What follows belongs to an exercise in optimizing a design on an open flow for small area and a short achievable clock period; a production flow would make more cautious choices. Power is estimated from default activity; no workload was simulated.

Setup of v6:
Design fp_mult, start of the top module:
module fp_mult(
input logic [31:0]    dataA,
input logic [31:0]    dataB,
input logic clock,
output logic [31:0]   result
);
logic [22:0] ma;
logic [7:0]  ea1, eb1;
logic        sa1, sb1;
logic bo0;
logic bt0;
logic bn0;
logic bo1;
logic bt1;
logic bn1;
logic bo2;
logic bt2;
logic bn2;
logic bo3;
logic bt3;
logic bn3;
logic bo4;
logic bt4;
logic bn4;
logic bo5;
logic bt5;
logic bn5;
logic bo6;
logic bt6;
logic bn6;
logic bo7;
logic bt7;
logic bn7;
logic bo8;
logic bt8;
logic bn8;
logic bo9;
logic bt9;
logic bn9;
logic bo10;
logic bt10;
logic bn10;
logic bo11;
logic bt11;
always_ff @(posedge clock) begin
    ma  <= dataA[22:0];
    ea1 <= dataA[30:23];
    eb1 <= dataB[30:23];
    sa1 <= dataA[31];
    sb1 <= dataB[31];
    bo0 <= dataB[0];
    bt0 <= (dataB[1] & ~dataB[0]);
    bn0 <= dataB[1];
    bo1 <= (dataB[2] ^ dataB[1]);
    bt1 <= ((dataB[3] & ~dataB[2] & ~dataB[1]) | (~dataB[3] & dataB[2] & dataB[1]));
    bn1 <= dataB[3];
    bo2 <= (dataB[4] ^ dataB[3]);
    bt2 <= ((dataB[5] & ~dataB[4] & ~dataB[3]) | (~dataB[5] & dataB[4] & dataB[3]));
    bn2 <= dataB[5];
    bo3 <= (dataB[6] ^ dataB[5]);
    bt3 <= ((dataB[7] & ~dataB[6] & ~dataB[5]) | (~dataB[7] & dataB[6] & dataB[5]));
    bn3 <= dataB[7];
    bo4 <= (dataB[8] ^ dataB[7]);
  ...
Size: roughly 1,600 cells after synthesis, about 97 I/O pins, roughly 18,000 sq um of cells after synthesis.
==> flow/config.mk <==
export PLATFORM = sky130hd
export DESIGN_NAME = fp_mult
export DESIGN_NICKNAME = fp_mult
export VERILOG_FILES = /design/flow/design.v
export SDC_FILE = /design/flow/constraint.sdc
export NUM_CORES = 4
export LEC_CHECK = 0
export CAP_MARGIN = 50
export CORE_MARGIN = 2
export CORE_UTILIZATION = 40
export SETUP_SLACK_MARGIN = 5
export SLEW_MARGIN = 60
export SYNTH_HIERARCHICAL = 1
==> flow/constraint.sdc <==
create_clock -name core_clock -period 9.0 [get_ports {clock}]
set_input_delay 1.8000 -clock core_clock [delete_from_list [all_inputs] [get_ports {clock}]]
set_output_delay 1.8000 -clock core_clock [all_outputs]
set_load 0.01 [all_outputs]
standard.sh (not shown) runs the stock make flow with config.mk's settings and CLKGATE_MAP_FILE= SYNTH_SCRIPT=/design/flow/synth_recipe.tcl, a recipe that flattens the netlist after the stock synthesis.
==> flow/flow/run.sh <==
#!/bin/bash
set -o pipefail
export BUFFER_PORTS_ARGS="-buffer_cell sky130_fd_sc_hd__buf_2"
bash standard.sh SETUP_SLACK_MARGIN=6.3 finish > standard.log 2>&1
Every stage of the flow completed for v6, and the final layout passed the timing, DRC and antenna checks.
Relative to v6, the following input files were edited for v15:
# v6
export LEC_CHECK = 0
export CAP_MARGIN = 50
export CORE_MARGIN = 2
export CORE_UTILIZATION = 40
export SETUP_SLACK_MARGIN = 5
export SLEW_MARGIN = 60
export SYNTH_HIERARCHICAL = 1
create_clock -name core_clock -period 9.0 [get_ports {clock}]
# v15
export LEC_CHECK = 0
export CAP_MARGIN = 50
export CORE_MARGIN = 2
export CORE_UTILIZATION = 60
export SETUP_SLACK_MARGIN = 5
export SLEW_MARGIN = 60
export SYNTH_HIERARCHICAL = 1
create_clock -name core_clock -period 9.0 [get_ports {clock}]
==> flow/run.sh (new file) <==
#!/bin/bash
# synth_recipe.tcl (not shown) runs the flow's synth.tcl, then flattens the netlist and writes it again
# the make line also repeats each setting of config.mk as NAME=value (left out here)
make -C /OpenROAD-flow-scripts/flow DESIGN_CONFIG=/design/flow/config.mk WORK_HOME=/design/flow/orfs CLKGATE_MAP_FILE= SYNTH_SCRIPT=/design/flow/synth_recipe.tcl finish
removed: flow/flow/run.sh
removed: flow/standard.sh
Notes after the runs:
Taking v6 as the reference, in v15 hold slack now smaller, aggregate global-route resource usage rose 5.5 points, mean number of vias per cell climbed about 7%.
[inputs] v40 vs v15
# v15
export LEC_CHECK = 0
export CAP_MARGIN = 50
export CORE_MARGIN = 2
export CORE_UTILIZATION = 60
export SETUP_SLACK_MARGIN = 5
export SLEW_MARGIN = 60
export SYNTH_HIERARCHICAL = 1
create_clock -name core_clock -period 9.0 [get_ports {clock}]
# v40
export LEC_CHECK = 0
export CAP_MARGIN = 50
export CORE_MARGIN = 2
export CORE_UTILIZATION = 40
export SETUP_SLACK_MARGIN = 5
export SLEW_MARGIN = 60
export SYNTH_HIERARCHICAL = 1
create_clock -name core_clock -period 9.0 [get_ports {clock}]
### Flow results
On share of the clock period used by the worst path: between v15 and v40, it ends up lower for v40.
The via density per instance in v40 is 0.890 times that in v15.
Of v40 and v15, it is v40 that has the higher worst-case reg-to-reg path depth.
Changes observed in v40 relative to v15: cell area went up about 2%; critical path depth higher; post-route non-filler standard cell count picked up an extra 10%; post-layout utilization of the core went down.
Diff v15 and v40: met2 wire length lower in v15
The following lists how v51 was set up differently from v40:
# v40
export LEC_CHECK = 0
export CAP_MARGIN = 50
export CORE_MARGIN = 2
export CORE_UTILIZATION = 40
export SETUP_SLACK_MARGIN = 5
export SLEW_MARGIN = 60
export SYNTH_HIERARCHICAL = 1
create_clock -name core_clock -period 9.0 [get_ports {clock}]
# v51
export LEC_CHECK = 0
export CAP_MARGIN = 50
export CORE_MARGIN = 2
export CORE_UTILIZATION = 40
export SETUP_SLACK_MARGIN = 5
export SLEW_MARGIN = 60
export SYNTH_HIERARCHICAL = 1
export BUFFER_PORTS_ARGS = -buffer_cell sky130_fd_sc_hd__buf_2
create_clock -name core_clock -period 9.0 [get_ports {clock}]
==> flow/flow/run.sh (new file) <==
#!/bin/bash
set -o pipefail
export BUFFER_PORTS_ARGS="-buffer_cell sky130_fd_sc_hd__buf_2"
echo "export BUFFER_PORTS_ARGS = -buffer_cell sky130_fd_sc_hd__buf_2" >> config.mk
bash standard.sh > standard.log 2>&1
==> flow/standard.sh (new file) <==
#!/bin/bash
# synth_recipe.tcl (not shown) runs the flow's synth.tcl, then flattens the netlist and writes it again
# the make line also repeats each setting of config.mk as NAME=value (left out here)
make -C /OpenROAD-flow-scripts/flow DESIGN_CONFIG=/design/flow/config.mk WORK_HOME=/design/flow/orfs CLKGATE_MAP_FILE= SYNTH_SCRIPT=/design/flow/synth_recipe.tcl "${@:-finish}"
removed: flow/run.sh
### Flow results
The total half-perimeter wirelength after legalization and detailed placement of v51 was superior to that of v40. From v40 to v51 the numbers moved as follows: multi-input logic portion of the cell area increased 1.7 points, simple logic cell fraction of the synthesized area essentially unchanged, total power divided by cell area increased 1.5%.
No functional check of the RTL was part of any run of this note.

-- separate check: timing with driven ports --
How much do the figures lean on ideal ports? The routed layouts below were timed once more, with nothing changed but the port constraints.
Step 1 assumes that a clkbuf_16 drives the clock port and a buf_2 every other input.
Step 2 also shifts input and output timing later by t, the mid clock arrival at the registers, as if the neighbouring blocks saw the same clock.
a / b / c = no drivers / after step 1 / after step 2; a / b = the first two.
| run | t (ns) | setup WS [ns] | worst setup path at the end | latest minus earliest clock arrival (ns) |
|---|---|---|---|---|
| v6 | 0.560 | 5.495 / 5.495 / 5.495 | register to register | 0.025 / 0.025 |
| v15 | 0.515 | 5.146 / 5.146 / 5.146 | register to register | 0.018 / 0.018 |
| v40 | 0.525 | 5.231 / 5.231 / 5.231 | register to register | 0.016 / 0.016 |
| v51 | 0.534 | 5.280 / 5.280 / 5.280 | register to register | 0.011 / 0.011 |
After both steps setup and hold are still met in every run listed.
